What follows belongs to an exercise in optimizing a design on an open flow for small area and a short achievable clock period; a production flow would make more cautious choices. The RTL was checked by simulation tests, not by an equivalence proof against the original design. Power and IR drop assume default switching activity.

Setup of run A:
==> flow/design.v (excerpt) <==
module cim_mac_tree (
    input         clk,
    input         rst_n,
    input         mac_en,
    input  [7:0]  col_mux,
    input  [15:0] data_in,
    input  [7:0]  bank0,  bank1,  bank2,  bank3,
                  bank4,  bank5,  bank6,  bank7,
                  bank8,  bank9,  bank10, bank11,
                  bank12, bank13, bank14, bank15,
    output [11:0] sum
);
    wire [15:0] en  = data_in & {16{mac_en}};
    wire [7:0]  col = col_mux & {8{~mac_en}};
    wire g0_0 = ~((bank0[0] & en[0]) | (|(bank0 & col)));
    wire g0_1 = ~(bank0[1] & en[0]);
    wire g0_2 = ~(bank0[2] & en[0]);
    wire g0_3 = ~(bank0[3] & en[0]);
    wire g0_4 = ~(bank0[4] & en[0]);
    wire g0_5 = ~(bank0[5] & en[0]);
    wire g0_6 = ~(bank0[6] & en[0]);
    wire g0_7 = ~(bank0[7] & en[0]);
    wire g1_0 = ~((bank1[0] & en[1]) | (|(bank1 & col)));
    wire g1_1 = ~(bank1[1] & en[1]);
    wire g1_2 = ~(bank1[2] & en[1]);
    wire g1_3 = ~(bank1[3] & en[1]);
    wire g1_4 = ~(bank1[4] & en[1]);
    wire g1_5 = ~(bank1[5] & en[1]);
    wire g1_6 = ~(bank1[6] & en[1]);
    wire g1_7 = ~(bank1[7] & en[1]);
    wire g2_0 = ~((bank2[0] & en[2]) | (|(bank2 & col)));
    wire g2_1 = ~(bank2[1] & en[2]);
    wire g2_2 = ~(bank2[2] & en[2]);
    wire g2_3 = ~(bank2[3] & en[2]);
    wire g2_4 = ~(bank2[4] & en[2]);
    wire g2_5 = ~(bank2[5] & en[2]);
    wire g2_6 = ~(bank2[6] & en[2]);
    wire g2_7 = ~(bank2[7] & en[2]);
    wire g3_0 = ~((bank3[0] & en[3]) | (|(bank3 & col)));
    wire g3_1 = ~(bank3[1] & en[3]);
    wire g3_2 = ~(bank3[2] & en[3]);
    wire g3_3 = ~(bank3[3] & en[3]);
    wire g3_4 = ~(bank3[4] & en[3]);
    wire g3_5 = ~(bank3[5] & en[3]);
    wire g3_6 = ~(bank3[6] & en[3]);
    wire g3_7 = ~(bank3[7] & en[3]);
    wire g4_0 = ~((bank4[0] & en[4]) | (|(bank4 & col)));
    wire g4_1 = ~(bank4[1] & en[4]);
    wire g4_2 = ~(bank4[2] & en[4]);
    wire g4_3 = ~(bank4[3] & en[4]);
    wire g4_4 = ~(bank4[4] & en[4]);
    wire g4_5 = ~(bank4[5] & en[4]);
    wire g4_6 = ~(bank4[6] & en[4]);
    wire g4_7 = ~(bank4[7] & en[4]);
    wire g5_0 = ~((bank5[0] & en[5]) | (|(bank5 & col)));
    wire g5_1 = ~(bank5[1] & en[5]);
    wire g5_2 = ~(bank5[2] & en[5]);
    wire g5_3 = ~(bank5[3] & en[5]);
    wire g5_4 = ~(bank5[4] & en[5]);
  ...
For scale: about 500 cells after synthesis, ~63 flip-flops.
export LEC_CHECK = 0
export CAP_MARGIN = 10
export CORE_MARGIN = 2
export CORE_UTILIZATION = 60
export CTS_BUF_LIST = sky130_fd_sc_hd__clkbuf_4 sky130_fd_sc_hd__clkbuf_8
export GPL_ROUTABILITY_DRIVEN = 0
export SETUP_SLACK_MARGIN = 4.55
export SLEW_MARGIN = 10
export SYNTH_HIERARCHICAL = 1
create_clock -name core_clock -period 8.0 [get_ports {clk}]
standard.sh (not shown) runs the stock make flow with config.mk's settings and CLKGATE_MAP_FILE= SYNTH_SCRIPT=/design/flow/synth_recipe.tcl, a recipe that flattens the netlist after the stock synthesis.
==> flow/flow/run.sh <==
#!/bin/bash
# The standard layout (the standard.sh, unchanged synthesis), with the
# port buffers made of the smallest buffer instead of the default choice.
set -o pipefail
export BUFFER_PORTS_ARGS="-buffer_cell sky130_fd_sc_hd__buf_1"
bash standard.sh finish > standard_flow.log 2>&1
The following lists how run B was set up differently from run A:
Settings: SLEW_MARGIN changed from 10 to 20; SETUP_SLACK_MARGIN changed from 4.55 to 4.5; CAP_MARGIN changed from 10 to 20; GPL_ROUTABILITY_DRIVEN removed (was 0).
==> flow/flow/run.sh <==
#!/bin/bash
# The standard layout (the standard.sh, unchanged synthesis), with the
# port buffers made of the smallest buffer instead of the default choice,
# and ORFS's power recovery (downsizing of non-critical cells) after global
# routing.
set -o pipefail
export BUFFER_PORTS_ARGS="-buffer_cell sky130_fd_sc_hd__buf_1"
export RECOVER_POWER=100
bash standard.sh finish > standard_flow.log 2>&1
--- outcome ---
Run B and run A: one clean run, run A; the rest did not finish clean.
Run B finished all stages; layout check result: FAIL, due to max-capacitance violations, max-slew violations.
The estimated power of run B ends up higher than the estimate for run A.
Final area ended up 180 µm² lower on run B than on run A.
Growth of design area from synthesis to finish: run B vs run A down 3.4 points
Run B vs. run A: first-pass GRT wire length saw an increase; number of vias after detailed routing saw an increase.
Input-level comparison between run C and run B:
Settings: SETUP_SLACK_MARGIN: 4.5 -> 4.3.
==> flow/flow/run.sh <==
#!/bin/bash
# The standard layout (the standard.sh, unchanged synthesis), with the
# port buffers made of the smallest buffer instead of the default choice.
set -o pipefail
export BUFFER_PORTS_ARGS="-buffer_cell sky130_fd_sc_hd__buf_1"
bash standard.sh finish > standard_flow.log 2>&1
## What came out
Run C: done, clean on timing, DRC and antenna. Going from run B to run C, amount of wire on met2 after detailed routing shrank by a few percent. The run with more routed wire is run B, not run C. Run C -> run B: footprint of the flip-flops and latches flat. Compared to run B, run C has fraction of power consumed by combinational cells 2.1 points lower. Run C against run B; via count of the first global-routing pass is down by a few percent. The run showing the smaller peak clock frequency supported by timing is run B. On cell total after placement, run B and run C are neck and neck.
diff inputs: run C => run D
Settings: SETUP_SLACK_MARGIN: 4.3 -> 4.5; PLACE_DENSITY: unset -> 0.75.
Run D -> run C: average footprint of a synthesized cell delta 0, exact match. The share of the clock period used by the worst path number comes out lower for run D vs run C. Diff run C -> run D: wire length on met3 grew by 370 µm; sequential share of layout area shrank by 0.53 points; met1 usage in global routing grew by 2.2 points.
[inputs] run E vs run D
Settings: ABC_AREA: unset -> 1; PLACE_DENSITY: 0.75 -> unset.
| standard cell core area | run E vs run D | about 5.5% higher |. The maximum vdd ir drop reported for run E is smaller than that of run D by about 26%. Run E vs run D: slack of the critical path up. Floorplan check, run E vs run D: die outline larger in run E.

==> port drivers added, routing unchanged <==
How much do the figures lean on ideal ports? The routed layouts below were timed once more, with nothing changed but the port constraints.
Step 1 assumes that a clkbuf_16 drives the clock port and a buf_2 every other input.
Step 2, shift: input delay + t, output delay - t, t = (earliest + latest rising clock arrival at the registers) / 2. This alone moves slack from input paths to output paths.
a / b / c = ideal ports / drivers / drivers and shift; a / b = the first two.
| run | shift t [ns] | setup WS [ns] | hold slack, ns | latest minus earliest clock arrival (ns) | slew at the worst register clock pin (ns) |
|---|---|---|---|---|---|
| run A | 0.367 | 4.583 / 4.558 / 4.191 | 0.435 / 0.435 / 0.435 | 0.013 / 0.012 | 0.08 / 0.08 |
| run B | 0.366 | 3.235 / 3.253 / 2.886 | 0.437 / 0.437 / 0.437 | 0.008 / 0.009 | 0.07 / 0.07 |
| run C | 0.403 | 4.358 / 4.373 / 3.970 | 0.436 / 0.436 / 0.436 | 0.014 / 0.013 | 0.08 / 0.08 |
| run D | 0.388 | 4.509 / 4.483 / 4.095 | 0.436 / 0.436 / 0.436 | 0.011 / 0.012 | 0.07 / 0.07 |
| run E | 0.379 | 4.524 / 4.519 / 4.140 | 0.430 / 0.430 / 0.430 | 0.012 / 0.012 | 0.08 / 0.08 |
The setup slack of run D, which loses most, moves by -0.026 ns with the drivers and by -0.414 ns with both steps.
